This is an optimization exercise on Yosys and OpenROAD, whose aim is small area, not a production implementation.
The RTL was checked by simulation tests, not by an equivalence proof against the original design.
No activity file was given, so power comes from the tool's default toggle rates.

==> design/flow/config.mk <==
export PLATFORM = sky130hd
export DESIGN_NAME = top_level
export DESIGN_NICKNAME = top_level
export VERILOG_FILES = /design/flow/design.v
export SDC_FILE = /design/flow/constraint.sdc
export NUM_CORES = 4
export LEC_CHECK = 0
export ABC_AREA = 1
export ABC_CLOCK_PERIOD_IN_PS = 10000
export CAP_MARGIN = 20
export CORE_MARGIN = 2
export CORE_UTILIZATION = 55
export CTS_BUF_LIST = sky130_fd_sc_hd__clkbuf_4
export CTS_CLUSTER_SIZE = 30
export SLEW_MARGIN = 20
==> design/flow/constraint.sdc <==
create_clock -name core_clock -period 10.0 [get_ports {clk_100MHz}]
set_input_delay 2.0000 -clock core_clock [delete_from_list [all_inputs] [get_ports {clk_100MHz}]]
set_output_delay 2.0000 -clock core_clock [all_outputs]
set_load 0.01 [all_outputs]
==> design/flow/design.v <==
`timescale 1ns / 1ps
module aiso(clk, rst, rst_s);
   input  clk, rst;
	output rst_s;
   reg    qMeta, qOk;
   always @ (posedge clk or posedge rst)
      if (rst)	{qMeta, qOk} <= {1'b0, 1'b0};
         else	{qMeta, qOk} <= {1'b1, qMeta};
	assign rst_s = ~qOk;
endmodule
`timescale 1ns / 1ps
module vga(clk_100MHz, rst, hsync, vsync, hc, vc, h_cell, v_cell);
   input        clk_100MHz, rst;
   output       hsync, vsync;
   output [9:0] hc, vc;
   output       h_cell, v_cell;
   reg [1:0] count;
   reg [9:0] hc, vc;
   reg       hsync, vsync;
   function [9:0] inc10(input [9:0] x, input cin);
      integer i; reg c;
      begin
         c = cin;
         for (i = 0; i < 10; i = i + 1) begin
            inc10[i] = x[i] ^ c;
            c = c & x[i];
         end
      end
   endfunction
   wire tick = count[1] & count[0];
   wire h_end = hc[9] & hc[8] & hc[4] & hc[3] & hc[2] & hc[1] & hc[0];    
   wire v_end = vc[9] & vc[3] & vc[2];                                    
   wire h_wrap = tick & h_end;
   wire v_wrap = h_wrap & v_end;
   wire [9:0] hc_inc = inc10(hc, tick);
   wire [9:0] vc_inc = inc10(vc, h_wrap);
   always @(posedge clk_100MHz) begin
      count <= rst ? 2'd0 : {count[1] ^ count[0], ~count[0]};
      hc <= (rst | h_wrap) ? 10'd0 : hc_inc;
      vc <= (rst | v_wrap) ? 10'd0 : vc_inc;
   end
   wire h_sync = hc[9] & ~hc[8] & hc[7] & (hc[6] | hc[5] | hc[4]) &
                 ~(hc[6] & hc[5] & hc[4]);
   wire v_sync = ~vc[9] & vc[8] & vc[7] & vc[6] & vc[5] & ~vc[4] & vc[3] &
                 ~vc[2] & vc[1];
   always @(posedge clk_100MHz or posedge rst)
      if (rst) begin
         hsync <= 1'b0;
         vsync <= 1'b0;
      end else begin
         hsync <= ~h_sync;
         vsync <= ~v_sync;
      end
   assign h_cell = tick & hc[2] & hc[1] & hc[0];
   assign v_cell = h_wrap & vc[2] & vc[1] & vc[0];
endmodule
`timescale 1ns / 1ps
module vga_animate(clk, rst, sw, hc, vc, h_cell, v_cell, rgb);
   input         clk, rst;
   input  [1:0]  sw;
   input  [9:0]  hc, vc;
   input         h_cell, v_cell;
   output [11:0] rgb;
   reg [8:0] X, Y;
   reg [6:0] P, W;
   reg       xfast, xneg, yneg;
   reg       mx, my;
   function [7:0] sub7(input [6:0] x, input [6:0] y);
      integer i; reg c;
      begin
         c = 1'b0;
         for (i = 0; i < 7; i = i + 1) begin
            sub7[i] = x[i] ^ y[i] ^ c;
            c = (~x[i] & y[i]) | (~(x[i] ^ y[i]) & c);
         end
         sub7[7] = c;
      end
   endfunction
   function [8:0] step9(input [8:0] x, input en, input down);
      integer i; reg c;
      begin
         c = en;
         for (i = 0; i < 9; i = i + 1) begin
            step9[i] = x[i] ^ c;
            c = c & (x[i] ^ down);
         end
      end
   endfunction
   function [6:0] step7(input [6:0] x, input en, input down);
      integer i; reg c;
      begin
         c = en;
         for (i = 0; i < 7; i = i + 1) begin
            step7[i] = x[i] ^ c;
            c = c & (x[i] ^ down);
         end
      end
   endfunction
   function in18(input [7:0] d);
      in18 = ~d[7] & ~d[6] & ~d[5] & ~(d[4] & (d[3] | d[2] | d[1]));
   endfunction
   wire h_zero = ~|hc;
   wire refr = h_zero & vc[8] & vc[7] & vc[6] & vc[5] & ~vc[4] & ~vc[3] &
               ~vc[2] & ~vc[1] & vc[0];
   wire video = ~h_zero & (~hc[9] | (~hc[8] & (~hc[7] | ~|hc[6:0]))) &
                ~vc[9] & ~(vc[8] & vc[7] & vc[6] & vc[5]);
   wire gameover = X[8] & X[5] & X[4] & X[3] & X[2] & ~X[1] & ~X[0];
   wire ywrap = Y[8];                  
   wire at_top = ~|Y[7:0];
   wire at_bottom = ~ywrap & Y[7] & Y[6] & Y[5] & ~Y[4] & Y[3] & Y[2] &
                    (Y[1] | Y[0]);
   wire [6:0] qa = video ? vc[8:2] : Y[7:1];
   wire [6:0] qb = (video & ~hc[9]) ? W : P;
   wire [7:0] qo = sub7(qa, qb);
   wire in_q = in18(qo);
   wire [7:0] kw = sub7(Y[7:1], W);
   wire kw_ov = (kw[7] & (&kw[6:1]) & (kw[0] | Y[0])) | in18(kw);
   wire kp_ov = (qo[7] & (&qo[6:1]) & (qo[0] | Y[0])) | in_q;
   wire x_wall = ~X[8] & ~X[7] & ~X[6] & ~X[5] & ~X[4] & X[3] & X[2] & (X[1] ^ X[0]);  
   wire x_pad  = X[8] & ~X[7] & ~X[6] & X[5] & ~X[4] & X[3] & ~X[2] & (X[1] ^ X[0]);   
   wire hit_wall = ~ywrap & x_wall & kw_ov;
   wire hit_pad  = ~video & ~ywrap & x_pad & kp_ov;
   wire w_bot = W[6] & W[5] & ~W[4] & ~W[3] & W[2] & ~W[1] & W[0];        
   wire p_bot = P[6] & P[5] & ~P[4] & ~P[3] & P[2] & ~P[1] & P[0];
   wire w_down = refr & ~ywrap & ~kw[7] & (kw[6] | kw[5] | kw[4]) & ~w_bot;
   wire w_up   = refr & ~ywrap & (kw[7] | (~Y[0] & ~|kw[6:0])) & |W[6:1];
   wire p_down = refr & sw[1] & ~p_bot;
   wire p_up   = refr & sw[0] & |P[6:1];
   reg [8:0] x_nxt;
   reg       xc;
   integer   i;
   always @(*) begin
      x_nxt[0] = X[0] ^ (refr & ~xfast);
      xc = refr & (xfast | (X[0] ^ xneg));
      for (i = 1; i < 9; i = i + 1) begin
         x_nxt[i] = X[i] ^ xc;
         xc = xc & (X[i] ^ xneg);
      end
   end
   wire [8:0] y_nxt = step9(Y, refr, yneg);
   wire [6:0] p_nxt = step7(P, p_down | p_up, ~p_down);
   wire [6:0] w_nxt = step7(W, w_down | w_up, ~w_down);
   always @(posedge clk) begin
      X <= (rst | gameover) ? 9'd18 : x_nxt;
      Y <= (rst | gameover) ? 9'd0 : y_nxt;
      P <= rst ? 7'd0 : p_nxt;
      W <= rst ? 7'd0 : w_nxt;
   end
   always @(posedge clk)
      if (rst) begin
         xfast <= 1'b1;
         xneg <= 1'b0;
         yneg <= 1'b0;
      end else begin
         if (at_top) yneg <= 1'b0;
         else if (at_bottom) yneg <= 1'b1;
         else if (hit_wall) begin xfast <= 1'b0; xneg <= 1'b0; end
         else if (hit_pad) begin xfast <= 1'b0; xneg <= 1'b1; end
      end
   wire ex = ~|(hc[9:3] ^ X[8:2]);
   wire ey = ~|(vc[9:3] ^ {1'b0, Y[7:2]});
   always @(posedge clk) begin
      if (rst) mx <= 1'b0; else if (h_cell) mx <= ex;
      if (rst) my <= 1'b0; else if (v_cell) my <= ey;
   end
   wire ltx = (~hc[2] & X[1]) | (~(hc[2] ^ X[1]) & ((~hc[1] & X[0]) | (~(hc[1] ^ X[0]) & ~hc[0])));
   wire lty = (~vc[2] & Y[1]) | (~(vc[2] ^ Y[1]) & ~vc[1] & Y[0]);
   wire bx_on = ltx ? mx : ex;
   wire by_on = lty ? my : ey;
   wire ball = bx_on & by_on;
   wire h_lo = |hc[2:0] & (~hc[2] | ~|hc[1:0]);
   wire paddle = hc[9] & ~hc[8] & ~hc[7] & hc[6] & ~hc[5] & hc[4] & hc[3] & h_lo & in_q;
   wire wall = ~hc[9] & ~hc[8] & ~hc[7] & ~hc[6] & hc[5] & ~hc[4] & ~hc[3] & h_lo & in_q;
   assign rgb = ~video ? 12'h000 :
                ball   ? 12'h888 :
                paddle ? 12'h093 :
                wall   ? 12'hF8C : 12'hF77;
endmodule
`timescale 1ns / 1ps
module top_level(clk_100MHz, rst, sw, hsync, vsync, rgb);
   input         clk_100MHz, rst;
   input  [1:0]  sw;
   output        hsync, vsync;
   output [11:0] rgb;
   wire          rst_s, h_cell, v_cell;
   wire   [9:0]  hc, vc;
   aiso AISO(.clk(clk_100MHz), .rst(rst), .rst_s(rst_s));
   vga VGA(.clk_100MHz(clk_100MHz), .rst(rst_s), .hsync(hsync),
           .vsync(vsync), .hc(hc), .vc(vc), .h_cell(h_cell), .v_cell(v_cell));
   vga_animate PX_ANIMATE(.clk(clk_100MHz), .rst(rst_s), .sw(sw),
                          .hc(hc), .vc(vc), .h_cell(h_cell),
                          .v_cell(v_cell), .rgb(rgb));
endmodule
==> design/flow/run.sh <==
#!/bin/bash
# synth_recipe.tcl (not shown) runs the flow's synth.tcl, then flattens the netlist and writes it again
# the make line also repeats each setting of config.mk as NAME=value (left out here)
make -C /OpenROAD-flow-scripts/flow DESIGN_CONFIG=/design/flow/config.mk WORK_HOME=/design/flow/orfs CLKGATE_MAP_FILE= SYNTH_SCRIPT=/design/flow/synth_recipe.tcl finish
==> results of run 1 <==
metrics by stage:
stage / total power, uW / hold slack (ns) / instance area, um^2
6_report: 468 / 0.314 / 4650
5_1_grt: 492 / 0.365 / 4650
4_1_cts: 474 / 0.329 / 4650
3_5_place_dp: 300 / 0.315 / 4510
3_3_place_gp: 299 / 0.334 / 4510
2_1_floorplan: 289 / 0.0194 / 4300
flip-flops by register name, indices dropped and copies added, names as in the netlist, 2 cells and up:
| name | count |
|---|---|
| VGA.vc | 10 |
| PX_ANIMATE.W | 7 |
| VGA.count | 2 |
| PX_ANIMATE.Y | 9 |
| VGA.hc | 10 |
| PX_ANIMATE.P | 7 |
| PX_ANIMATE.X | 9 |
critical path, stage by stage (launching register included):
cell	delay [ns]
dfxtp_1	0.38
nor2_2	0.16
inv_1	0.07
or2_1	0.22
o211ai_1	0.22
nand2_1	0.38
nand2_1	0.15
o21ai_0	0.11
ha_1	0.24
inv_1	0.07
fa_1	0.16
inv_1	0.06
fa_1	0.38
fa_1	0.39
fa_1	0.36
inv_1	0.07
fa_1	0.16
inv_1	0.05
fa_1	0.50
nand3_1	0.08
a21oi_1	0.16
inv_1	0.08
nor3_1	0.23
inv_1	0.08
a31oi_1	0.17
clkdlybuf4s50_1	0.57
kinds of logic after synthesis:
group	synth area share (%)
buffers and inverters	10.7
AOI/OAI and AO/OA	11.2
and+or+nand+nor	32.0
adders and majority gates	12.6
DFF	29.8
other	0.0872
xor gates and xnor gates	3.67
worst max-delay path by stage:
stage | start | end | slack (ns) | cells after the start
after detailed placement | VGA.hc[4]$_SDFF_PP0_ | rgb[7] | 2.58 | 25
after CTS | VGA.hc[4]$_SDFF_PP0_ | rgb[7] | 2.12 | 25
after global placement | VGA.hc[4]$_SDFF_PP0_ | rgb[7] | 2.72 | 25
after global routing | VGA.hc[4]$_SDFF_PP0_ | rgb[7] | 1.58 | 25
after floorplan | VGA.hc[4]$_SDFF_PP0_ | rgb[6] | 3.48 | 27
final | VGA.hc[4]$_SDFF_PP0_ | rgb[7] | 2.12 | 25
power groups by stage:
stage	sequential [uW]	clock, uW	combinational, uW
floorplan	259	0	30.3
global placement	260	0	38.4
detailed placement	260	0	39.4
CTS	255	180	39.6
global route	255	192	45.0
finish	255	174	39.7
metal layers:
layer	GRT usage, %	up-vias
met4	5.97	0
li1	-	2000
met2	42.4	83
met1	31.8	1747
met5	0	-
met3	3.01	22
final cells by class:
class                   count  area share [%]
clock buffers              10            1.62
clock inverters             6            1.32
inverters                  98            7.97
multi-input cells         438            55.1
flip-flops and latches     63            27.6
well taps                 102            2.75
repair buffers             17            3.66
placed cells by master (no fill, tap or decap), types with 5 or more instances in the layout:
master / netlist / routed
xor2_1: 12 / 12
ha_1: 24 / 24
nand2_2: 8 / 8
fa_1: 12 / 12
a21oi_1: 37 / 37
o21ai_0: 29 / 29
nor2_1: 74 / 74
clkinv_2: 2 / 5
o21ai_1: 11 / 11
xnor2_1: 6 / 6
nor2_4: 5 / 5
nand4_1: 19 / 19
dfxtp_1: 59 / 59
nand2_1: 109 / 109
nor3_1: 11 / 11
clkbuf_4: 0 / 10
nor2_2: 6 / 6
nand3_1: 42 / 42
clkdlybuf4s50_1: 0 / 17
inv_1: 92 / 92
==> results_dict.tcl, run 1 <==
set metrics [dict create \
    slew_viol_final 0 \
    wl_met3_um 341 \
    p_leak_uw 0.00207 \
    p_sw_share_pct 26.0 \
    cts-htree-levels 3 \
    gr-total-overflow 0 \
    wl_mm 9.94 \
    synth.net_count 653 \
    yosysTopAreaCell "dfxtp_1" \
    reg2reg_depth 27 \
    r2r-end "PX_ANIMATE.xneg$_SDFFE_PN0P_" \
    start_kind "register" \
    netlist_instances 613 \
    final_util_pct 60.7 \
    synth_edf_count 0 \
    post_cts_buffers 0 \
    io_pins 18 \
    cts_buffers 9 \
    ctsResizeCount 0 \
    yosysWarnings 3 \
    ant_nets 0 \
    start_util_pct 56.2 \
    p_per_area_mw_per_mm2 101 \
    dp_hpwl_mm 7.85 \
    path_class "register to output pin" \
    synth_most_common_cell "nand2_1" \
    place_ws_ns 2.58 \
    root_buffer "clkbuf_4" \
    status "timing/DRC/antenna clean" \
    fp.dieArea_mm2 0.00854 \
    reg2reg_slack_ns 4.90 \
    regArea_mm2 0.00128 \
    core_area_mm2 0.00765 \
    cts_hold_buf 0 \
    arrival_ns 5.88 \
    r2r_start "VGA.hc[4]$_SDFF_PP0_" \
    insertion_delay_ns 0.40 \
    yosys_register_bits 63 \
    fin_nets 667 \
    drt_iter0_drc 230 \
    stdcell_count 734 \
    synthDistinctLibCells 43 \
    fin_ws_ns 2.12 \
    cts.sink_count 63 \
    crit_path_max_fanout 21 \
    crit_required_ns 8.00 \
    wl_met1_mm 4.67 \
    period_share_pct 78.8 \
    hold_viol 0 \
    synth-seq-area-share_pct 29.8 \
    p_sw_uw 122 \
    via_count 3852 \
    synthDominantCellAreaShare_pct 27.5 \
    grt_max_degree 22 \
    slew_headroom_pct 50.2 \
    p_clk_share_pct 37.2 \
    fmax_ghz 0.127 \
    finalSetupViolCount 0 \
    port-buffer-count 17 \
    grt_use_total_pct 24.2 \
    dp.cells 718 \
    synthTopCellsByCount "109 x nand2_1, 92 x inv_1, 74 x nor2_1, 59 x dfxtp_1, 42 x nand3_1" \
    grt_setup_unrepaired "false" \
    grt_first_pass_wirelength_mm 16.4 \
    top_layer_used "met4" \
    area_growth_pct 8.03 \
    cap_violations 0 \
    async_flop_share_pct 6.35 \
    drive_above_1_share_pct 8.70 \
    grt_pass1_vias 3513 \
    antenna_cells 0 \
    tightest_slew_ns 0.747 \
    route.detailed.drc 0 \
    syn_area_per_cell_um2 7.02 \
    ir_drop_v 0.0000795 \
    clk_pin_slew_worst_paths_ns 0.11 \
    synth_ff_type "dfxtp_1" \
    gp_congestion 0.909 \
    die_y_um 92.4 \
    min_path_type "register to async pin" \
    viasPerCell 5.25 \
    pwr-share-comb_pct 8.5 \
    synth.top_cells.by_area "dfxtp_1 27%, nand2_1 9.5%, inv_1 8.0%, ha_1 7.0%, nor2_1 6.5%" \
    wl_met2_mm 4.79 \
    end_kind "output pin" \
    multiInputGateArea_mm2 0.00256 \
    power.internal_uw 347 \
    synthesis.area_mm2 0.00430 \
    num-fill-cells 728 \
    cts_tree "yes" \
    antenna_found_initial 0 \
    fin_skew_ns 0.0139 \
    rows 32 \
    setup_tns_ns 0 \
    die_w_um 92.4 \
    wl_per_cell_um 13.5 \
    final.min_clock_period_ns 7.88 \
    clk_path_buf_depth 2 \
    seqPwrFrac_pct 54.3 \
    first_pass_iters 5 \
]
==> run 2, diff against run 1 <==
--- a/design/flow/config.mk
+++ b/design/flow/config.mk
@@ -10,6 +10,4 @@
 export CAP_MARGIN = 20
 export CORE_MARGIN = 2
 export CORE_UTILIZATION = 55
-export CTS_BUF_LIST = sky130_fd_sc_hd__clkbuf_4
-export CTS_CLUSTER_SIZE = 30
 export SLEW_MARGIN = 20
==> run 2 against run 1 <==
- still clean
- core utilization up 0.69 points
- first-iteration DRC count down 17%
- synthesized area unchanged
- cell count unchanged
- maximum frequency up 0.98%
- total power up 9.0%
- largest power group unchanged
==> results_dict.tcl, run 2 <==
set metrics [dict create \
    fp.dieArea_mm2 0.00854 \
    post_cts_buffers 0 \
    netlist_instances 613 \
    finalSetupViolCount 0 \
    io_pins 18 \
    insertion_delay_ns 0.34 \
    synthesis.area_mm2 0.00430 \
    synth_ff_type "dfxtp_1" \
    crit_required_ns 8.00 \
    viasPerCell 5.22 \
    start_util_pct 56.2 \
    p_sw_share_pct 25.0 \
    yosysWarnings 3 \
    cts_hold_buf 0 \
    ir_drop_v 0.0000887 \
    grt_max_degree 22 \
    antenna_found_initial 0 \
    synth-seq-area-share_pct 29.8 \
    wl_per_cell_um 13.5 \
    wl_mm 9.91 \
    dp.cells 718 \
    root_buffer "clkbuf_8" \
    slowest_stage "clkdlybuf4s50_1" \
    fin_skew_ns 0.0113 \
    stdcell_count 734 \
    die_y_um 92.4 \
    cts.sink_count 63 \
    crit_top_cell "inv_1" \
    ant_nets 0 \
    port-buffer-count 17 \
    syn_area_per_cell_um2 7.02 \
    fmax_ghz 0.128 \
    gp_congestion 0.909 \
    slew_headroom_pct 50.7 \
    antenna_cells 0 \
    crit_path_max_fanout 21 \
    period_share_pct 78.1 \
    crit_buf_inv 8 \
    grt_pass1_vias 3512 \
    hold_viol 0 \
    drive_above_1_share_pct 8.54 \
    end_kind "output pin" \
    grt_first_pass_wirelength_mm 16.4 \
    cts-htree-levels 3 \
    first_pass_iters 7 \
    die_w_um 92.4 \
    seqPwrFrac_pct 49.8 \
    synth.net_count 653 \
    dp_hpwl_mm 7.85 \
    fin_nets 667 \
    layout_common_cells "109 x nand2_1, 92 x inv_1, 74 x nor2_1" \
    pwr-share-comb_pct 7.7 \
    area_growth_pct 9.25 \
    synth_most_common_cell "nand2_1" \
    synthTopCellsByCount "109 x nand2_1, 92 x inv_1, 74 x nor2_1, 59 x dfxtp_1, 42 x nand3_1" \
    drt_iter0_drc 190 \
    core_area_mm2 0.00765 \
    yosysTopAreaCell "dfxtp_1" \
    async_flop_share_pct 6.35 \
    power.internal_uw 383 \
    grt_use_total_pct 24.2 \
    arrival_ns 5.81 \
    slew_viol_final 0 \
    layout_commonest_cell "nand2_1" \
    p_clk_share_pct 42.4 \
    path_class "register to output pin" \
    p_sw_uw 128 \
    worst_path_dominant_cell_family "adder cells" \
    cts_buffers 9 \
    min_path_type "register to async pin" \
    clk_path_buf_depth 2 \
    final.min_clock_period_ns 7.81 \
    synthDominantCellAreaShare_pct 27.5 \
    start_kind "register" \
    synth_edf_count 0 \
    cts_tree "yes" \
    yosys_register_bits 63 \
    tightest_slew_ns 0.739 \
    synth.top_cells.by_area "dfxtp_1 27%, nand2_1 9.5%, inv_1 8.0%, ha_1 7.0%, nor2_1 6.5%" \
    max_stage_delay_ns 0.56 \
    top_regs "VGA.hc (10), VGA.vc (10)" \
    p_leak_uw 0.00209 \
    ctsResizeCount 0 \
    via_count 3834 \
    clk_pin_slew_worst_paths_ns 0.08 \
    p_per_area_mw_per_mm2 109 \
    cap_violations 0 \
    rows 32 \
    synthDistinctLibCells 43 \
    status "timing/DRC/antenna clean" \
    grt_setup_unrepaired "false" \
    route.detailed.drc 0 \
    setup_tns_ns 0 \
    gr-total-overflow 0 \
]
## run 2: logic make-up (layout without fill, tap and decap cells)
kind of cell / Yosys count / count (layout) / share of synthesized area [%]
flip-flops: 63 / 63 / 29.8
buffers and inverters: 112 / 131 / 10.7
XOR/XNOR: 18 / 18 / 3.67
AND/OR/NAND/NOR: 294 / 294 / 32.0
AO/OA/AOI/OAI: 89 / 89 / 11.2
other: 1 / 1 / 0.0872
adder cells (fa/ha/maj): 36 / 36 / 12.6
## run 2: final timing paths
check	startpoint	endpoint	cells past startpoint	slack, ns
max	VGA.hc[4]$_SDFF_PP0_	rgb[7]	25	2.19
min	AISO.qOk$_DFF_PP0_	VGA.vsync$_DFF_PN0_	0	0.31
max reg2reg	VGA.hc[4]$_SDFF_PP0_	PX_ANIMATE.xneg$_SDFFE_PN0P_	27	4.90
min reg2reg	AISO.qOk$_DFF_PP0_	VGA.vsync$_DFF_PN0_	0	0.31
max in group asynchronous	rst	AISO.qOk$_DFF_PP0_	2	8.09
min in group core_clock	AISO.qMeta$_DFF_PP0_	AISO.qOk$_DFF_PP0_	0	0.37
## run 2: metal layers
| layer | wire [um] | track usage (%) | up-vias |
|---|---|---|---|
| li1 | - | - | 2001 |
| met1 | 4740 | 31.8 | 1767 |
| met2 | 4860 | 42.5 | 59 |
| met3 | 239 | 2.77 | 7 |
| met4 | 70 | 5.97 | 0 |
| met5 | 0 | 0 | - |
## run 2: layout make-up
| type | instances | area, um^2 |
|---|---|---|
| timing repair buffer | 17 | 170 |
| multi-input combinational | 438 | 2560 |
| clock inverter | 6 | 61.3 |
| tap | 102 | 128 |
| clock buffer | 10 | 128 |
| inverter | 98 | 370 |
| fill | 724 | 2950 |
| sequential | 63 | 1280 |
## run 2: through the flow
step / area [um^2] / worst slack, ns / util [%] / hold slack [ns] / power (uW)
final: 4700 / 2.19 / 61.4 / 0.308 / 511
after global routing: 4700 / 1.68 / 61.4 / 0.360 / 533
after CTS: 4700 / 2.21 / 61.4 / 0.325 / 514
after detailed placement: 4510 / 2.58 / 59.0 / 0.315 / 300
after global placement: 4510 / 2.72 / 59.0 / 0.334 / 299
after floorplan: 4300 / 3.48 / - / 0.0194 / 289
## run 2: power by group through the flow
stage | Clock (uW) | Combinational [uW] | Sequential, uW
2_1_floorplan | 0 | 30.3 | 259
3_3_place_gp | 0 | 38.4 | 260
3_5_place_dp | 0 | 39.4 | 260
4_1_cts | 220 | 39.6 | 255
5_1_grt | 233 | 45.0 | 255
6_report | 217 | 39.5 | 254
==> run 3, diff against run 2 <==
--- a/design/flow/config.mk
+++ b/design/flow/config.mk
@@ -10,4 +10,7 @@
 export CAP_MARGIN = 20
 export CORE_MARGIN = 2
 export CORE_UTILIZATION = 55
+export CTS_BUF_LIST = sky130_fd_sc_hd__clkbuf_8
+export CTS_CLUSTER_DIAMETER = 200
+export CTS_CLUSTER_SIZE = 64
 export SLEW_MARGIN = 20
==> run 3 against run 2 <==
- still clean on timing, DRC and antenna
- wire length hardly changed
- synthesized area stayed put
- sequential share of layout area unchanged
- register-to-register slack is essentially flat
- die area stayed put
- non-clock buffer count unchanged
- via count unchanged
- first-iteration DRC count did not move
- sequential power is essentially flat
- critical endpoint unchanged
==> results_dict.tcl, run 3 <==
set metrics [dict create \
    cp-startpoint "VGA.hc[4]$_SDFF_PP0_" \
    slew_headroom_pct 50.7 \
    rows 32 \
    root_buffer "clkbuf_8" \
    dp_hpwl_mm 7.85 \
    netlist_instances 613 \
    end_kind "output pin" \
    setup_tns_ns 0 \
    drive_above_1_share_pct 8.54 \
    gr-total-overflow 0 \
    hold_viol 0 \
    io_pins 18 \
    fin_nets 667 \
    hold_ws_ns 0.308 \
    synth.top_cells.by_area "dfxtp_1 27%, nand2_1 9.5%, inv_1 8.0%, ha_1 7.0%, nor2_1 6.5%" \
    final.min_clock_period_ns 7.81 \
    status "timing/DRC/antenna clean" \
    synthDominantCellAreaShare_pct 27.5 \
    max_stage_delay_ns 0.56 \
    synth-seq-area-share_pct 29.8 \
    yosysTopAreaCell "dfxtp_1" \
    synth_most_common_cell "nand2_1" \
    top_regs "VGA.hc (10), VGA.vc (10)" \
    layout_common_cells "109 x nand2_1, 93 x inv_1, 74 x nor2_1" \
    layout_commonest_cell "nand2_1" \
    start_util_pct 56.2 \
    wl_per_cell_um 13.5 \
    port-buffer-count 17 \
    tightest_slew_ns 0.739 \
    viasPerCell 5.22 \
    syn_area_per_cell_um2 7.02 \
    clk_pin_slew_worst_paths_ns 0.08 \
    path_class "register to output pin" \
    antenna_cells 0 \
    grt_pass1_vias 3512 \
    period_share_pct 78.1 \
    async_flop_share_pct 6.35 \
    drt_iter0_drc 190 \
    slowest_stage "clkdlybuf4s50_1" \
    grt_use_total_pct 24.2 \
    cts.sink_count 63 \
    r2r_start "VGA.hc[4]$_SDFF_PP0_" \
    clk_path_buf_depth 2 \
    crit_required_ns 8.00 \
    fmax_ghz 0.128 \
    min_path_type "register to async pin" \
    synthDistinctLibCells 43 \
    stdcell_count 734 \
    grt_first_pass_wirelength_mm 16.4 \
    insertion_delay_ns 0.34 \
    cts_buffers 9 \
    route.detailed.drc 0 \
    area_growth_pct 9.25 \
    cap_violations 0 \
    cts_hold_buf 0 \
    post_cts_buffers 0 \
    synth_ff_type "dfxtp_1" \
    p_leak_uw 0.00210 \
    ir_drop_v 0.0000887 \
    yosys_register_bits 63 \
    synthesis.area_mm2 0.00430 \
    cts-htree-levels 3 \
    cts_tree "yes" \
    finalSetupViolCount 0 \
    antenna_found_initial 0 \
    dp.cells 718 \
    ctsResizeCount 0 \
    synth_edf_count 0 \
    arrival_ns 5.81 \
    gp_congestion 0.909 \
    first_pass_iters 5 \
    die_y_um 92.4 \
    die_w_um 92.4 \
    fp.dieArea_mm2 0.00854 \
    via_count 3834 \
    crit_path_max_fanout 21 \
    ant_nets 0 \
    crit_top_cell "inv_1" \
    grt_max_degree 22 \
    synthTopCellsByCount "109 x nand2_1, 92 x inv_1, 74 x nor2_1, 59 x dfxtp_1, 42 x nand3_1" \
    fin_skew_ns 0.0113 \
    synth.net_count 653 \
    yosysWarnings 3 \
    slew_viol_final 0 \
    p_per_area_mw_per_mm2 108 \
    start_kind "register" \
    core_area_mm2 0.00765 \
    grt_setup_unrepaired "false" \
    wl_mm 9.91 \
]
[run 3: logic make-up after synthesis]
group | after synthesis | share of synthesized area, %
other | 1 | 0.0872
AO/OA/AOI/OAI | 89 | 11.2
buffers and inverters | 112 | 10.7
XOR/XNOR | 18 | 3.67
adder cells (fa/ha/maj) | 36 | 12.6
AND/OR/NAND/NOR | 294 | 32.0
flip-flops | 63 | 29.8
[run 3: area by class of cell]
type                    count  area [um^2]
multi-input cells         438         2560
well taps                 102          128
clock buffers               9          124
repair buffers             17          170
clock inverters             7         65.1
fillers                   724         2950
flip-flops and latches     63         1280
inverters                  98          370
[run 3: where the power goes]
group          internal [uW]  total [uW]  switching [uW]
registers                252         254            2.10
clock network            113         216             102
logic                   16.0        39.5            23.5
[run 3: worst max-delay path: cells and delay by family, from the launching register on]
family | cells | cell delay [ns]
AO/OA/AOI/OAI | 4 | 0.65
buffers and inverters | 8 | 1.04
adder cells (fa/ha/maj) | 7 | 2.18
flip-flops | 1 | 0.37
AND/OR/NAND/NOR | 6 | 1.22
[run 3: worst paths after layout]
path                                                     end  slack (ns)  cells past startpoint
worst max-delay path                                  rgb[7]        2.19                     25
worst min-delay path                     VGA.vsync$_DFF_PN0_        0.31                      0
worst max register to register  PX_ANIMATE.xneg$_SDFFE_PN0P_        4.90                     27
worst min register to register           VGA.vsync$_DFF_PN0_        0.31                      0
max in group asynchronous                 AISO.qOk$_DFF_PP0_        8.09                      2
min in group core_clock                   AISO.qOk$_DFF_PP0_        0.37                      0
[run 3: per-layer routing]
layer,part of all wire (%),track usage [%],wire (um)
met5,0,0,0
met4,0.71,5.97,70
met2,49,42.5,4860
met1,48,31.8,4740
met3,2.4,2.77,239
[run 3: metrics by stage]
stage | utilization, % | worst slack [ns] | cell area [um^2] | power, uW
final | 61.4 | 2.19 | 4700 | 510
after global routing | 61.4 | 1.68 | 4700 | 532
after floorplan | - | 3.48 | 4300 | 289
after CTS | 61.4 | 2.21 | 4700 | 513
after detailed placement | 59.0 | 2.58 | 4510 | 300
after global placement | 59.0 | 2.72 | 4510 | 299
==> run 4, diff against run 3 <==
--- a/design/flow/design.v
+++ b/design/flow/design.v
@@ -27,7 +27,7 @@
          end
       end
    endfunction
-   wire tick = count[1] & count[0];
+   wire tick = count[1] & ~count[0];    
    wire h_end = hc[9] & hc[8] & hc[4] & hc[3] & hc[2] & hc[1] & hc[0];    
    wire v_end = vc[9] & vc[3] & vc[2];                                    
    wire h_wrap = tick & h_end;
@@ -35,7 +35,7 @@
    wire [9:0] hc_inc = inc10(hc, tick);
    wire [9:0] vc_inc = inc10(vc, h_wrap);
    always @(posedge clk_100MHz) begin
-      count <= rst ? 2'd0 : {count[1] ^ count[0], ~count[0]};
+      count <= rst ? 2'd0 : {count[0], ~count[1]};
       hc <= (rst | h_wrap) ? 10'd0 : hc_inc;
       vc <= (rst | v_wrap) ? 10'd0 : vc_inc;
    end
@@ -61,7 +61,8 @@
    input  [9:0]  hc, vc;
    input         h_cell, v_cell;
    output [11:0] rgb;
-   reg [8:0] X, Y;
+   reg [8:0] X;
+   reg [7:0] Y;
    reg [6:0] P, W;
    reg       xfast, xneg, yneg;
    reg       mx, my;
@@ -82,6 +83,16 @@
          c = en;
          for (i = 0; i < 9; i = i + 1) begin
             step9[i] = x[i] ^ c;
+            c = c & (x[i] ^ down);
+         end
+      end
+   endfunction
+   function [7:0] step8(input [7:0] x, input en, input down);
+      integer i; reg c;
+      begin
+         c = en;
+         for (i = 0; i < 8; i = i + 1) begin
+            step8[i] = x[i] ^ c;
             c = c & (x[i] ^ down);
          end
       end
@@ -105,9 +116,9 @@
    wire video = ~h_zero & (~hc[9] | (~hc[8] & (~hc[7] | ~|hc[6:0]))) &
                 ~vc[9] & ~(vc[8] & vc[7] & vc[6] & vc[5]);
    wire gameover = X[8] & X[5] & X[4] & X[3] & X[2] & ~X[1] & ~X[0];
-   wire ywrap = Y[8];                  
+   wire ywrap = &Y;                    
    wire at_top = ~|Y[7:0];
-   wire at_bottom = ~ywrap & Y[7] & Y[6] & Y[5] & ~Y[4] & Y[3] & Y[2] &
+   wire at_bottom = Y[7] & Y[6] & Y[5] & ~Y[4] & Y[3] & Y[2] &
                     (Y[1] | Y[0]);
    wire [6:0] qa = video ? vc[8:2] : Y[7:1];
    wire [6:0] qb = (video & ~hc[9]) ? W : P;
@@ -137,12 +148,12 @@
          xc = xc & (X[i] ^ xneg);
       end
    end
-   wire [8:0] y_nxt = step9(Y, refr, yneg);
+   wire [7:0] y_nxt = step8(Y, refr, yneg);
    wire [6:0] p_nxt = step7(P, p_down | p_up, ~p_down);
    wire [6:0] w_nxt = step7(W, w_down | w_up, ~w_down);
    always @(posedge clk) begin
       X <= (rst | gameover) ? 9'd18 : x_nxt;
-      Y <= (rst | gameover) ? 9'd0 : y_nxt;
+      Y <= (rst | gameover) ? 8'd0 : y_nxt;
       P <= rst ? 7'd0 : p_nxt;
       W <= rst ? 7'd0 : w_nxt;
    end
==> design/flow/flow/run.sh (new file) <==
#!/bin/bash
# Layout flow: the standard ORFS flow (standard.sh), unchanged except
# that the input and output port buffers use the smallest buffer cell,
# sky130_fd_sc_hd__buf_1, instead of the default clkdlybuf4s50_1.
# make's full output goes to flow_make.log in this folder; ORFS keeps each
# step's own log under orfs/logs/.
set -euo pipefail
bash standard.sh finish "BUFFER_PORTS_ARGS=-buffer_cell sky130_fd_sc_hd__buf_1" > flow_make.log 2>&1
==> design/flow/standard.sh (new file) <==
#!/bin/bash
# synth_recipe.tcl (not shown) runs the flow's synth.tcl, then flattens the netlist and writes it again
# the make line also repeats each setting of config.mk as NAME=value (left out here)
make -C /OpenROAD-flow-scripts/flow DESIGN_CONFIG=/design/flow/config.mk WORK_HOME=/design/flow/orfs CLKGATE_MAP_FILE= SYNTH_SCRIPT=/design/flow/synth_recipe.tcl "${@:-finish}"
--- a/design/flow/config.mk
+++ b/design/flow/config.mk
@@ -10,7 +10,5 @@
 export CAP_MARGIN = 20
 export CORE_MARGIN = 2
 export CORE_UTILIZATION = 55
-export CTS_BUF_LIST = sky130_fd_sc_hd__clkbuf_8
-export CTS_CLUSTER_DIAMETER = 200
-export CTS_CLUSTER_SIZE = 64
+export CTS_BUF_LIST = sky130_fd_sc_hd__clkbuf_4
 export SLEW_MARGIN = 20
removed: design/flow/run.sh
==> run 4 against run 3 <==
- cell count shrank 1.5%
- largest cell class unchanged
- critical endpoint unchanged
- non-clock buffer count grew 1
- largest power group unchanged
- maximum frequency grew 7.5%
==> results_dict.tcl, run 4 <==
set metrics [dict create \
    status "timing/DRC/antenna clean" \
    synth-seq-area-share_pct 30.0 \
    grt_pass1_vias 3718 \
    grt_setup_unrepaired "false" \
    synth_most_common_cell "nand2_1" \
    fp.dieArea_mm2 0.00835 \
    wl_per_cell_um 13.2 \
    area_growth_pct 4.73 \
    synth.top_cells.by_area "dfxtp_1 28%, nand2_1 10%, inv_1 8.8%, nor2_1 6.9%, ha_1 6.8%" \
    route.detailed.drc 0 \
    top_regs "VGA.hc (10), VGA.vc (10), PX_ANIMATE.X (9)" \
    fin_nets 659 \
    core_area_mm2 0.00733 \
    period_share_pct 72.6 \
    place_ws_ns 3.20 \
    start_kind "register" \
    fin_skew_ns 0.0167 \
    num-fill-cells 713 \
    path_class "register to output pin" \
    slowest_stage "fa_1" \
    regArea_mm2 0.00126 \
    synthAdderAreaFrac_pct 12.6 \
    slew_viol_final 0 \
    rows 31 \
    antenna_cells 0 \
    final.min_clock_period_ns 7.26 \
    crit_path_max_fanout 14 \
    cts_hold_buf 0 \
    drt_iter0_drc 177 \
    yosys_register_bits 62 \
    ctsResizeCount 0 \
    p_total_uw 430 \
    finalSetupViolCount 0 \
    p_leak_uw 0.00189 \
    syn_area_per_cell_um2 6.90 \
    grt_use_total_pct 25.0 \
    root_buffer "clkbuf_4" \
    die_y_um 91.4 \
    arrival_ns 5.26 \
    hold_ws_ns 0.307 \
    synthDistinctLibCells 42 \
    dp.cells 708 \
    antenna_found_initial 0 \
    cap_violations 0 \
    hold_viol 0 \
    synth_mux_area_share_pct 0 \
    multiInputGateArea_mm2 0.00246 \
    yosysWarnings 3 \
    synthesis.area_mm2 0.00420 \
    tightest_slew_ns 0.785 \
    stdcell_count 723 \
    dp_hpwl_mm 7.33 \
    clk_pin_slew_worst_paths_ns 0.11 \
    crit_required_ns 8.00 \
    synthDominantCellAreaShare_pct 27.6 \
    cts-htree-levels 3 \
    gp_congestion 0.859 \
    cts_buffers 9 \
    slew_headroom_pct 47.6 \
    synth_compound_area_share_pct 12.9 \
    synth_edf_count 0 \
    synthTopCellsByCount "112 x nand2_1, 98 x inv_1, 77 x nor2_1, 58 x dfxtp_1, 44 x a21oi_1" \
    start_util_pct 57.3 \
    crit_buf_inv 8 \
    io_pins 18 \
    cts.sink_count 62 \
    drive_above_1_share_pct 6.25 \
    ir_drop_v 0.0000638 \
    ant_nets 0 \
    synth_top_family_by_area "simple AND/OR/NAND/NOR gates" \
    port-buffer-count 17 \
    synth_ff_type "dfxtp_1" \
    cts_tree "yes" \
    synth.net_count 648 \
    viasPerCell 5.21 \
    grt_max_degree 22 \
    min_path_type "register to async pin" \
    insertion_delay_ns 0.41 \
    yosysTopAreaCell "dfxtp_1" \
    fin_ws_ns 2.74 \
    clk_path_buf_depth 2 \
    p_per_area_mw_per_mm2 97.7 \
    synth_xor_area_share_pct 3.34 \
    reg2reg_slack_ns 5.11 \
    post_cts_buffers 0 \
    crit_top_cell "inv_1" \
    synth-simple-area-share_pct 29.6 \
    worst_path_dominant_cell_family "adder cells" \
    via_count 3767 \
    fmax_ghz 0.138 \
    layout_common_cells "112 x nand2_1, 98 x inv_1, 77 x nor2_1" \
    async_flop_share_pct 6.45 \
    die_w_um 91.4 \
    grt_first_pass_wirelength_mm 16.9 \
    setup_tns_ns 0 \
    wl_mm 9.56 \
    max_stage_delay_ns 0.51 \
    netlist_instances 609 \
    layout_commonest_cell "nand2_1" \
    gr-total-overflow 0 \
    end_kind "output pin" \
    first_pass_iters 5 \
]
## run 4: stage by stage
stage | utilization, % | instance area, um^2
2_1_floorplan | - | 4200
5_1_grt | 60.0 | 4400
3_3_place_gp | 58.6 | 4300
6_report | 60.0 | 4400
3_5_place_dp | 58.6 | 4300
4_1_cts | 60.0 | 4400
## run 4: worst reg2reg max path: cells and delay by family (launching register included)
kind / cells / cell delay, ns
flip-flops: 1 / 0.35
adder cells (fa/ha/maj): 7 / 2.10
AO/OA/AOI/OAI: 3 / 0.46
buffers and inverters: 4 / 0.24
AND/OR/NAND/NOR: 12 / 1.64
## run 4: report_power, final
group | switching (uW) | internal [uW] | total, uW | leakage, uW
registers | 2.20 | 248 | 250 | 0.000509
clock network | 90.9 | 56.8 | 148 | 0.0000646
logic | 21.7 | 10.3 | 32.0 | 0.00132
## run 4: per-layer routing
| metal | GRT usage [%] | wire length, um | vias up | part of all wire (%) |
|---|---|---|---|---|
| met5 | 0 | 0 | - | 0 |
| met1 | 29.5 | 4240 | 1696 | 44 |
| met4 | 11.2 | 251 | 0 | 2.6 |
| li1 | - | - | 1976 | - |
| met3 | 3.73 | 352 | 19 | 3.7 |
| met2 | 44.6 | 4710 | 76 | 49 |
## run 4: kinds of logic after synthesis
| family | count (synthesis) |
|---|---|
| XOR/XNOR | 16 |
| adder cells (fa/ha/maj) | 35 |
| AND/OR/NAND/NOR | 276 |
| flip-flops | 62 |
| other | 1 |
| buffers and inverters | 120 |
| AO/OA/AOI/OAI | 99 |
## run 4: final timing paths
path,startpoint,endpoint,cells past startpoint
setup / recovery,VGA.hc[0]$_SDFF_PP0_,rgb[7],27
hold / removal,AISO.qOk$_DFF_PP0_,VGA.hsync$_DFF_PN0_,0
setup reg to reg,VGA.hc[0]$_SDFF_PP0_,PX_ANIMATE.xneg$_SDFFE_PN0P_,26
hold reg to reg,AISO.qOk$_DFF_PP0_,VGA.hsync$_DFF_PN0_,0
max in group asynchronous,rst,AISO.qOk$_DFF_PP0_,2
min in group core_clock,AISO.qMeta$_DFF_PP0_,AISO.qOk$_DFF_PP0_,0
## run 4: cell type report
class	count	share of cell area (%)
multi-input cells	427	55.8
flip-flops and latches	62	28.7
inverters	102	8.73
well taps	99	2.81
clock buffers	12	2.05
repair buffers	18	1.62
clock inverters	3	0.313
==> run 5, diff against run 4 <==
==> design/flow/flow/run.sh (replaced) <==
#!/bin/bash
# Layout flow: the standard ORFS flow (standard.sh), with two changes:
#  - synthesis runs synth.tcl here, which is synth_recipe.tcl with only ABC's
#    mapping call replaced (area scripts in abc/, the smallest result kept),
#    and without ORFS's adder extraction (ADDER_MAP_FILE empty);
#  - the input and output port buffers use sky130_fd_sc_hd__buf_1;
#  - clock tree synthesis uses clkbuf_4 and inserts no dummy loads.
# make's full output goes to flow_make.log in this folder; each ORFS step
# keeps its own log under orfs/logs/.
set -euo pipefail
here=$(cd "$(dirname "$0")" && pwd)
export MY_ABC_DIR="$here/abc"
export FLOW_SYNTH_TCL="$PWD/synth_recipe.tcl"
bash standard.sh finish "SYNTH_SCRIPT=$here/synth.tcl" "ADDER_MAP_FILE=" \
  "BUFFER_PORTS_ARGS=-buffer_cell sky130_fd_sc_hd__buf_1" \
  "CTS_ARGS=-sink_clustering_enable -repair_clock_nets -buf_list sky130_fd_sc_hd__clkbuf_4 -dont_use_dummy_load" \
  > flow_make.log 2>&1
==> design/flow/flow/abc/a0.abc (new file) <==
strash
dch -f
amap
topo
==> design/flow/flow/abc/a1.abc (new file) <==
strash
dch -f
amap -F 20 -A 40
topo
==> design/flow/flow/abc/b1.abc (new file) <==
strash
&get -n
&deepsyn -T 20 -S 1
&put
dch -f
amap
topo
==> design/flow/flow/abc/b2.abc (new file) <==
strash
&get -n
&deepsyn -T 20 -S 2
&put
dch -f
amap
topo
==> design/flow/flow/abc/b3.abc (new file) <==
strash
&get -n
&deepsyn -T 20 -S 3
&put
dch -f
amap
topo
==> design/flow/flow/abc/b4.abc (new file) <==
strash
&get -n
&deepsyn -T 20 -S 4
&put
dch -f
amap
topo
==> design/flow/flow/abc/c5.abc (new file) <==
strash
&get -n
&deepsyn -T 20 -S 5
&put
dch -f
amap -F 20 -A 40
topo
==> design/flow/flow/abc/c6.abc (new file) <==
strash
&get -n
&deepsyn -T 20 -S 6
&put
dch -f
amap -F 20 -A 40
topo
==> design/flow/flow/synth.tcl (new file) <==
# Synthesis: the standard synthesis script (synth_recipe.tcl, which runs
# ORFS's synth.tcl with -nofsm -noshare, then flattens and renames), with
# only ABC's technology-mapping call changed: the combinational logic is
# mapped for area with several deep-synthesis seeds, and the smallest
# result is kept. Registers are mapped before this call and are unchanged.
proc abc {args} {
  set i [lsearch -exact $args -script]
  set lib [lindex $args [expr { [lsearch -exact $args -liberty] + 1 }]]
  set best -1
  yosys design -save abc_in
  foreach script [lsort [glob $::env(MY_ABC_DIR)/*.abc]] {
    yosys design -load abc_in
    yosys abc {*}[lreplace $args $i [expr { $i + 1 }] -script $script]
    yosys tee -q -o $::env(RESULTS_DIR)/abc_try.txt stat -liberty $lib
    set f [open $::env(RESULTS_DIR)/abc_try.txt]
    set txt [read $f]
    close $f
    regexp {Chip area for module '[^']*': ([0-9.]+)} $txt -> area
    puts "abc script [file tail $script]: area $area"
    if { $best < 0 || $area < $best } {
      set best $area
      yosys design -save abc_best
    }
  }
  yosys design -load abc_best
  puts "abc: kept area $best"
}
source $::env(FLOW_SYNTH_TCL)
==> run 5 against run 4 <==
- via count decreased by 1.6%
- worst setup slack got worse by 1.1 ns
- die area decreased by 15%
- total power decreased by 6.6%
- critical endpoint unchanged
- non-clock buffer count unchanged
- cell count decreased by 17%
- synthesized cell count decreased by 17%
- register-to-register slack got worse by 1.2 ns
- clock power decreased by 17%
- sequential power about the same
- still clean on timing, DRC and antenna
- wire length decreased by 2.2%
==> results_dict.tcl, run 5 <==
set metrics [dict create \
    end_kind "output pin" \
    start_util_pct 56.1 \
    first_pass_iters 5 \
    cts_hold_buf 0 \
    insertion_delay_ns 0.42 \
    slowest_stage "a31oi_1" \
    cts.sink_count 62 \
    wl_mm 9.35 \
    gr-total-overflow 0 \
    cts-htree-levels 3 \
    antenna_cells 0 \
    dp_hpwl_mm 7.13 \
    antenna_found_initial 0 \
    post_cts_buffers 0 \
    drt_iter0_drc 328 \
    num-fill-cells 634 \
    cap_violations 0 \
    core_area_mm2 0.00628 \
    synth.top_cells.by_area "dfxtp_1 33%, nor2_1 11%, clkinv_1 7.6%, a211oi_1 4.7%, o21ai_0 4.5%" \
    route.detailed.drc 0 \
    synth-simple-area-share_pct 25.7 \
    ctsResizeCount 0 \
    max_stage_delay_ns 0.64 \
    slew_headroom_pct 42.8 \
    via_count 3707 \
    ir_drop_v 0.0000678 \
    io_pins 18 \
    cts_tree "yes" \
    syn_area_per_cell_um2 6.99 \
    area_growth_pct 5.40 \
    root_buffer "clkbuf_4" \
    p_per_area_mw_per_mm2 108 \
    worst_path_dominant_cell_family "simple AND/OR/NAND/NOR gates" \
    synthTopCellsByCount "107 x nor2_1, 71 x clkinv_1, 58 x dfxtp_1, 35 x nand2_1, 32 x o21ai_0" \
    p_total_uw 402 \
    fp.dieArea_mm2 0.00706 \
    layout_commonest_cell "nor2_1" \
    gp_congestion 0.926 \
    synth_edf_count 0 \
    tightest_slew_ns 0.849 \
    clk_path_buf_depth 2 \
    status "timing/DRC/antenna clean" \
    grt_pass1_vias 3249 \
    wl_per_cell_um 15.5 \
    yosysTopAreaCell "dfxtp_1" \
    fin_skew_ns 0.0222 \
    port-buffer-count 17 \
    finalSetupViolCount 0 \
    yosysWarnings 3 \
    synth_ff_type "dfxtp_1" \
    grt_use_total_pct 27.1 \
    arrival_ns 6.33 \
    crit_buf_inv 4 \
    fmax_ghz 0.120 \
    regArea_mm2 0.00126 \
    clk_pin_slew_worst_paths_ns 0.10 \
    layout_common_cells "107 x nor2_1, 71 x clkinv_1, 58 x dfxtp_1" \
    slew_viol_final 0 \
    top_regs "VGA.hc (10), VGA.vc (10), PX_ANIMATE.X (9)" \
    p_leak_uw 0.00120 \
    multiInputGateArea_mm2 0.00195 \
    grt_first_pass_wirelength_mm 15.5 \
    die_w_um 84.0 \
    cts_buffers 9 \
    netlist_instances 504 \
    start_kind "register" \
    crit_path_max_fanout 12 \
    die_y_um 84.0 \
    viasPerCell 6.16 \
    synth_most_common_cell "nor2_1" \
    synthDominantCellAreaShare_pct 33.0 \
    synth_compound_area_share_pct 29.5 \
    drive_above_1_share_pct 1.90 \
    period_share_pct 83.3 \
    synthesis.area_mm2 0.00352 \
    ant_nets 0 \
    yosys_register_bits 62 \
    synth-seq-area-share_pct 35.8 \
    synthDistinctLibCells 32 \
    fin_nets 531 \
    async_flop_share_pct 6.45 \
    synthAdderAreaFrac_pct 0 \
    final.min_clock_period_ns 8.33 \
    synth.net_count 508 \
    path_class "register to output pin" \
    grt_max_degree 22 \
    synth_xor_area_share_pct 0 \
    synth_mux_area_share_pct 0 \
    setup_tns_ns 0 \
    crit_required_ns 8.00 \
    rows 29 \
    min_path_type "register to async pin" \
    crit_top_cell "nand2_1" \
    hold_viol 0 \
    grt_setup_unrepaired "false" \
    synth_top_family_by_area "compound AO/OA/AOI/OAI gates" \
]
## run 5: metrics by stage
stage | setup WS (ns) | area [um^2] | util (%) | std cells | hold slack (ns)
finish | 1.67 | 3710 | 59.2 | 602 | 0.152
global route | 1.07 | 3710 | 59.2 | 602 | 0.163
CTS | 1.82 | 3710 | 59.2 | 602 | 0.165
detailed placement | 2.26 | 3650 | 58.1 | 593 | 0.152
global placement | 2.67 | 3650 | 58.1 | 593 | 0.150
floorplan | 3.37 | 3520 | - | 504 | 0.0662
## run 5: path summary, 6_finish.rpt
kind,startpoint,end,slack [ns],depth (start not counted)
max in group asynchronous,rst,AISO.qMeta$_DFF_PP0_,8.53,2
setup reg to reg,VGA.hc[9]$_SDFF_PP0_,PX_ANIMATE.xneg$_SDFFE_PN0P_,3.96,28
hold reg to reg,AISO.qOk$_DFF_PP0_,VGA.hsync$_DFF_PN0_,0.15,0
hold / removal,AISO.qOk$_DFF_PP0_,VGA.hsync$_DFF_PN0_,0.15,0
min in group core_clock,AISO.qMeta$_DFF_PP0_,AISO.qOk$_DFF_PP0_,0.37,0
setup / recovery,VGA.hc[9]$_SDFF_PP0_,rgb[7],1.67,29
## run 5: per-layer routing
metal,global-route usage [%],part of all wire (%)
met4,9.38,2.2
met2,40.1,42
met1,39.1,49
met3,5.74,7.0
met5,0,0
## run 5: logic make-up (layout without fill, tap and decap cells)
group,Yosys count,in the layout
AO/OA/AOI/OAI,157,157
flip-flops,62,62
AND/OR/NAND/NOR,207,207
other,1,1
buffers and inverters,77,98
## run 5: power breakdown
group,internal (uW),total [uW],switching [uW]
registers,248,249,1.17
logic,9.63,29.6,20.0
clock network,41.7,123,81.0
## run 5: area by class of cell
type	count	area share, %
multi-input cells	365	52.5
flip-flops and latches	62	34.0
inverters	71	7.18
well taps	77	2.59
repair buffers	18	1.92
clock buffers	9	1.82
## run 5: worst reg2reg max path: cells and delay by family (launching register included)
kind,cells,cell delay (ns)
buffers and inverters,3,1.00
AOI/OAI and AO/OA,8,1.72
DFF,1,0.43
and+or+nand+nor,17,2.81
==> run 6, diff against run 5 <==
--- a/design/flow/flow/run.sh
+++ b/design/flow/flow/run.sh
@@ -1,5 +1,5 @@
 #!/bin/bash
-# Layout flow: the standard ORFS flow (standard.sh), with two changes:
+# Layout flow: the standard ORFS flow (standard.sh), with three changes:
 #  - synthesis runs synth.tcl here, which is synth_recipe.tcl with only ABC's
 #    mapping call replaced (area scripts in abc/, the smallest result kept),
 #    and without ORFS's adder extraction (ADDER_MAP_FILE empty);
@@ -13,5 +13,5 @@
 export FLOW_SYNTH_TCL="$PWD/synth_recipe.tcl"
 bash standard.sh finish "SYNTH_SCRIPT=$here/synth.tcl" "ADDER_MAP_FILE=" \
   "BUFFER_PORTS_ARGS=-buffer_cell sky130_fd_sc_hd__buf_1" \
-  "CTS_ARGS=-sink_clustering_enable -repair_clock_nets -buf_list sky130_fd_sc_hd__clkbuf_4 -dont_use_dummy_load" \
+  "CTS_ARGS=-repair_clock_nets -buf_list sky130_fd_sc_hd__clkbuf_8 -dont_use_dummy_load" \
   > flow_make.log 2>&1
==> run 6 against run 5 <==
- still clean on timing, DRC and antenna
- core utilization rose by 0.90 points
- sequential share of layout area fell by 0.51 points
- worst hold slack got worse by 0.0080 ns
- largest cell class unchanged
==> results_dict.tcl, run 6 <==
set metrics [dict create \
    status "timing/DRC/antenna clean" \
    netlist_instances 504 \
    crit_top_cell "nand2_1" \
    antenna_cells 0 \
    layout_commonest_cell "nor2_1" \
    end_kind "output pin" \
    final.min_clock_period_ns 8.23 \
    dp_hpwl_mm 7.13 \
    regArea_mm2 0.00126 \
    top_regs "VGA.hc (10), VGA.vc (10), PX_ANIMATE.X (9)" \
    synth_top_family_by_area "compound AO/OA/AOI/OAI gates" \
    insertion_delay_ns 0.34 \
    synth_compound_area_share_pct 29.5 \
    wl_per_cell_um 15.5 \
    start_util_pct 56.1 \
    num-fill-cells 620 \
    grt_max_degree 22 \
    ir_drop_v 0.0000752 \
    async_flop_share_pct 6.45 \
    wl_mm 9.35 \
    synth_most_common_cell "nor2_1" \
    reg2reg_slack_ns 3.99 \
    slew_headroom_pct 44.7 \
    min_path_type "register to async pin" \
    yosysWarnings 3 \
    path_class "register to output pin" \
    synth_xor_area_share_pct 0 \
    synthDominantCellAreaShare_pct 33.0 \
    grt_first_pass_wirelength_mm 15.5 \
    die_y_um 84.0 \
    synthDistinctLibCells 32 \
    antenna_found_initial 0 \
    p_total_uw 444 \
    finalSetupViolCount 0 \
    viasPerCell 6.13 \
    fmax_ghz 0.121 \
    slew_viol_final 0 \
    reg2reg_depth 28 \
    syn_area_per_cell_um2 6.99 \
    layout_common_cells "107 x nor2_1, 71 x clkinv_1, 58 x dfxtp_1" \
    fin_skew_ns 0.0118 \
    fp.dieArea_mm2 0.00706 \
    synth-seq-area-share_pct 35.8 \
    yosysTopAreaCell "dfxtp_1" \
    rows 29 \
    drt_iter0_drc 292 \
    slowest_stage "a31oi_1" \
    clk_path_buf_depth 2 \
    synth.top_cells.by_area "dfxtp_1 33%, nor2_1 11%, clkinv_1 7.6%, a211oi_1 4.7%, o21ai_0 4.5%" \
    p_per_area_mw_per_mm2 118 \
    synth_mux_area_share_pct 0 \
    area_growth_pct 7.00 \
    hold_ws_ns 0.144 \
    arrival_ns 6.23 \
    post_cts_buffers 0 \
    core_area_mm2 0.00628 \
    dp.cells 593 \
    multiInputGateArea_mm2 0.00195 \
    cts_buffers 9 \
    io_pins 18 \
    setup_tns_ns 0 \
    p_leak_uw 0.00122 \
    synthAdderAreaFrac_pct 0 \
    start_kind "register" \
    grt_use_total_pct 27.1 \
    fin_nets 531 \
    first_pass_iters 5 \
    die_w_um 84.0 \
    grt_setup_unrepaired "false" \
    root_buffer "clkbuf_8" \
    via_count 3690 \
    clk_pin_slew_worst_paths_ns 0.07 \
    stdcell_count 602 \
    cts_hold_buf 0 \
    max_stage_delay_ns 0.62 \
    synth_edf_count 0 \
    cts.sink_count 62 \
    ctsResizeCount 0 \
    cap_violations 0 \
    port-buffer-count 17 \
    post_dp_cell_area_mm2 0.00365 \
    r2r-end "PX_ANIMATE.xneg$_SDFFE_PN0P_" \
    gp_congestion 0.926 \
    cts-htree-levels 3 \
    hold_viol 0 \
    crit_required_ns 8.00 \
    grt_pass1_vias 3248 \
    r2r_start "VGA.hc[9]$_SDFF_PP0_" \
    tightest_slew_ns 0.821 \
    synthTopCellsByCount "107 x nor2_1, 71 x clkinv_1, 58 x dfxtp_1, 35 x nand2_1, 32 x o21ai_0" \
    synth-simple-area-share_pct 25.7 \
    yosys_register_bits 62 \
    route.detailed.drc 0 \
    drive_above_1_share_pct 1.90 \
    fin_area_mm2 0.00377 \
    crit_path_max_fanout 12 \
    period_share_pct 82.3 \
    ant_nets 0 \
    synth.net_count 508 \
    synthesis.area_mm2 0.00352 \
    gr-total-overflow 0 \
    synth_ff_type "dfxtp_1" \
    cts_tree "yes" \
]
-- run 6: final cells by class --
type                            instances  area share (%)
Sequential cell                        62            33.5
Inverter                               71            7.07
Multi-Input combinational cell        365            51.7
Clock buffer                            9            3.29
Tap cell                               77            2.56
Timing Repair Buffer                   18            1.89
-- run 6: how the worst max path moves through the flow --
stage / start / endpoint / slack, ns / depth (start not counted)
floorplan: VGA.hc[9]$_SDFF_PP0_ / rgb[1] / 3.37 / 28
global placement: VGA.hc[9]$_SDFF_PP0_ / rgb[7] / 2.67 / 29
detailed placement: VGA.hc[9]$_SDFF_PP0_ / rgb[7] / 2.26 / 29
CTS: VGA.hc[9]$_SDFF_PP0_ / rgb[7] / 1.90 / 29
global route: VGA.hc[6]$_SDFF_PP0_ / rgb[7] / 1.17 / 29
finish: VGA.hc[9]$_SDFF_PP0_ / rgb[7] / 1.77 / 29
-- run 6: logic make-up after synthesis --
| group | after synthesis |
|---|---|
| DFF | 62 |
| buffers and inverters | 77 |
| and+or+nand+nor | 207 |
| other | 1 |
| AOI/OAI and AO/OA | 157 |
-- run 6: report_power, final --
group	total (uW)	switching [uW]	leakage (uW)	internal [uW]
Clock	165	85.1	0.0000647	80.0
Combinational	29.7	20.1	0.000651	9.63
Sequential	250	1.16	0.000509	248
-- run 6: metrics by stage --
step	util, %	setup slack [ns]
2_1_floorplan	-	3.37
3_3_place_gp	58.1	2.67
3_5_place_dp	58.1	2.26
4_1_cts	60.1	1.90
5_1_grt	60.1	1.17
6_report	60.1	1.77
-- run 6: metal layers --
metal  track usage, %  part of all wire, %
met4             7.62                  1.7
met1             39.4                   49
met5                0                    0
met2             40.5                   42
met3             6.03                  7.2
-- run 6: worst max-delay path, delay by kind of cell, from the launching register on --
kind	cells	cell delay, ns
AO/OA/AOI/OAI	7	1.66
buffers and inverters	4	1.15
flip-flops	1	0.42
AND/OR/NAND/NOR	18	2.66
==> run 7, diff against run 6 <==
--- a/design/flow/flow/run.sh
+++ b/design/flow/flow/run.sh
@@ -13,5 +13,5 @@
 export FLOW_SYNTH_TCL="$PWD/synth_recipe.tcl"
 bash standard.sh finish "SYNTH_SCRIPT=$here/synth.tcl" "ADDER_MAP_FILE=" \
   "BUFFER_PORTS_ARGS=-buffer_cell sky130_fd_sc_hd__buf_1" \
-  "CTS_ARGS=-repair_clock_nets -buf_list sky130_fd_sc_hd__clkbuf_8 -dont_use_dummy_load" \
+  "CTS_ARGS=-sink_clustering_enable -repair_clock_nets -buf_list sky130_fd_sc_hd__clkbuf_16 -dont_use_dummy_load -sink_clustering_size 64 -sink_clustering_max_diameter 500" \
   > flow_make.log 2>&1
==> run 7 against run 6 <==
- combinational power is essentially flat
- die area is the same
- register-to-register slack lost 0.05 ns
- critical endpoint unchanged
- critical path depth is the same
- sequential power is essentially flat
- core utilization grew 1.6 points
- cell count is the same
- sequential share of layout area shrank 0.88 points
- design area grew 2.7%
==> results_dict.tcl, run 7 <==
set metrics [dict create \
    status "timing/DRC/antenna clean" \
    crit_top_cell "nand2_1" \
    fp.dieArea_mm2 0.00706 \
    clk_path_buf_depth 2 \
    synth_edf_count 0 \
    ctsResizeCount 0 \
    layout_commonest_cell "nor2_1" \
    r2r-end "PX_ANIMATE.xneg$_SDFFE_PN0P_" \
    port-buffer-count 17 \
    ir_drop_v 0.0000887 \
    first_pass_iters 7 \
    post_dp_cell_area_mm2 0.00365 \
    area_growth_pct 9.87 \
    grt_use_total_pct 27.7 \
    syn_area_per_cell_um2 6.99 \
    fin_area_mm2 0.00387 \
    fin_ws_ns 1.74 \
    wl_met3_um 668 \
    end_kind "output pin" \
    stdcell_count 602 \
    wl_mm 9.49 \
    wl_per_cell_um 15.8 \
    drt_iter0_drc 288 \
    p_sw_share_pct 22.0 \
    r2r_start "VGA.hc[9]$_SDFF_PP0_" \
    route.detailed.drc 0 \
    crit_buf_inv 4 \
    finalSetupViolCount 0 \
    synthDominantCellAreaShare_pct 33.0 \
    synth.top_cells.by_area "dfxtp_1 33%, nor2_1 11%, clkinv_1 7.6%, a211oi_1 4.7%, o21ai_0 4.5%" \
    insertion_delay_ns 0.33 \
    fin_skew_ns 0.00992 \
    start_util_pct 56.1 \
    period_share_pct 82.6 \
    pwr-share-comb_pct 5.6 \
    synthesis.area_mm2 0.00352 \
    async_flop_share_pct 6.45 \
    p_leak_uw 0.00127 \
    top_regs "VGA.hc (10), VGA.vc (10), PX_ANIMATE.X (9)" \
    setup_tns_ns 0 \
    final.min_clock_period_ns 8.26 \
    crit_required_ns 8.00 \
    seqPwrFrac_pct 47.0 \
    min_path_type "register to async pin" \
    clk_pin_slew_worst_paths_ns 0.05 \
    cts-htree-levels 3 \
    grt_pass1_vias 3268 \
    p_sw_uw 117 \
    post_cts_buffers 0 \
    yosys_register_bits 62 \
    die_y_um 84.0 \
    p_clk_share_pct 47.5 \
    fin_nets 531 \
    synth-seq-area-share_pct 35.8 \
    gp_congestion 0.926 \
    dp.cells 593 \
    cts_tree "yes" \
    io_pins 18 \
    antenna_found_initial 0 \
    synth.net_count 508 \
    wl_met1_mm 4.55 \
    start_kind "register" \
    synthTopCellsByCount "107 x nor2_1, 71 x clkinv_1, 58 x dfxtp_1, 35 x nand2_1, 32 x o21ai_0" \
    netlist_instances 504 \
    root_buffer "clkbuf_16" \
    hold_viol 0 \
    cts_buffers 9 \
    path_class "register to output pin" \
    synthDistinctLibCells 32 \
    cap_violations 0 \
    max_stage_delay_ns 0.63 \
    yosysWarnings 3 \
    fmax_ghz 0.121 \
    yosysTopAreaCell "dfxtp_1" \
    drive_above_1_share_pct 1.90 \
    viasPerCell 6.20 \
    arrival_ns 6.26 \
    via_count 3734 \
    synth_most_common_cell "nor2_1" \
    reg2reg_slack_ns 3.94 \
    grt_max_degree 22 \
    die_w_um 84.0 \
    grt_first_pass_wirelength_mm 15.7 \
    synth_ff_type "dfxtp_1" \
    rows 29 \
    worst_path_dominant_cell_family "simple AND/OR/NAND/NOR gates" \
    slew_viol_final 0 \
    dp_hpwl_mm 7.13 \
    layout_common_cells "107 x nor2_1, 71 x clkinv_1, 58 x dfxtp_1" \
    wl_met2_mm 4.03 \
    final_util_pct 61.7 \
    core_area_mm2 0.00628 \
    slowest_stage "a31oi_1" \
    antenna_cells 0 \
    reg2reg_depth 28 \
    gr-total-overflow 0 \
    ant_nets 0 \
    cts_hold_buf 0 \
    grt_setup_unrepaired "false" \
    tightest_slew_ns 0.839 \
    crit_path_max_fanout 12 \
    power.internal_uw 416 \
    slew_headroom_pct 43.5 \
    p_per_area_mw_per_mm2 138 \
    cts.sink_count 62 \
    top_layer_used "met4" \
    place_ws_ns 2.26 \
]
==> run 7: cell counts after synthesis <==
Identical to the previous run, type by type.
==> run 7: worst max path at each step <==
stage	start	endpoint	slack [ns]	cells past startpoint
6_report	VGA.hc[9]$_SDFF_PP0_	rgb[7]	1.74	29
2_1_floorplan	VGA.hc[9]$_SDFF_PP0_	rgb[1]	3.37	28
4_1_cts	VGA.hc[9]$_SDFF_PP0_	rgb[7]	1.89	29
3_3_place_gp	VGA.hc[9]$_SDFF_PP0_	rgb[7]	2.67	29
5_1_grt	VGA.hc[6]$_SDFF_PP0_	rgb[7]	1.13	29
3_5_place_dp	VGA.hc[9]$_SDFF_PP0_	rgb[7]	2.26	29
==> run 7: power by group through the flow <==
stage               Clock [uW]  Sequential (uW)  Combinational [uW]
global placement             0              255                28.6
CTS                        255              250                29.3
global route               266              250                32.8
detailed placement           0              255                29.2
finish                     253              250                29.7
floorplan                    0              255                23.7
==> run 7: logic make-up after synthesis <==
group | Yosys count | share of synthesized area [%]
AOI/OAI and AO/OA | 157 | 29.5
buffers and inverters | 77 | 8.84
DFF | 62 | 35.8
other | 1 | 0.106
and+or+nand+nor | 207 | 25.7
==> run 7: metrics by stage <==
stage | total power [uW] | hold WS, ns
after floorplan | 278 | 0.0662
after global placement | 284 | 0.150
after detailed placement | 284 | 0.152
after CTS | 534 | 0.163
after global routing | 549 | 0.164
final | 533 | 0.150
==> run 7: cell type report <==
class                      count  area (um^2)
tap                           77         96.3
multi-input combinational    365         1950
timing repair buffer          18         71.3
fill                         603         2410
clock buffer                   9          225
inverter                      71          267
sequential                    62         1260
==> run 7: per-layer routing <==
layer | track usage [%] | up-vias
met5 | 0 | -
met4 | 8.80 | 0
met3 | 6.13 | 24
met2 | 41.1 | 154
met1 | 39.9 | 1670
li1 | - | 1886

-- separate check: timing with driven ports --
The flow's constraints put no driver on any port. The routed layouts listed below were extracted and timed again, unchanged, in two steps.
Step 1 (the two cells are an assumption about what drives the block):
set clk [get_ports {clk_100MHz}]
set_driving_cell -lib_cell sky130_fd_sc_hd__clkbuf_16 $clk
set_driving_cell -lib_cell sky130_fd_sc_hd__buf_2 [delete_from_list [all_inputs] $clk]
Step 2, shift: input delay + t, output delay - t, t = (earliest + latest rising clock arrival at the registers) / 2. This alone moves slack from input paths to output paths.
Three values: ideal ports, drivers, drivers and shift; two values: the first two.
| run | t (ns) | setup WS [ns] | worst setup path at the end | worst register clock-pin slew, ns | worst data-port slew with drivers (ns) |
|---|---|---|---|---|---|
| run 1 | 0.422 | 2.115 / 2.087 / 2.509 | register to output | 0.11 / 0.11 | 0.03 |
| run 2 | 0.361 | 2.192 / 2.164 / 2.526 | register to output | 0.08 / 0.08 | 0.03 |
| run 3 | 0.361 | 2.192 / 2.165 / 2.526 | register to output | 0.08 / 0.08 | 0.03 |
| run 4 | 0.435 | 2.739 / 2.708 / 3.143 | register to output | 0.11 / 0.11 | 0.03 |
| run 5 | 0.435 | 1.672 / 1.643 / 2.078 | register to output | 0.10 / 0.10 | 0.03 |
| run 6 | 0.364 | 1.769 / 1.739 / 2.103 | register to output | 0.07 / 0.07 | 0.03 |
| run 7 | 0.357 | 1.736 / 1.701 / 2.058 | register to output | 0.05 / 0.05 | 0.03 |
After both steps every run listed still meets setup and hold.
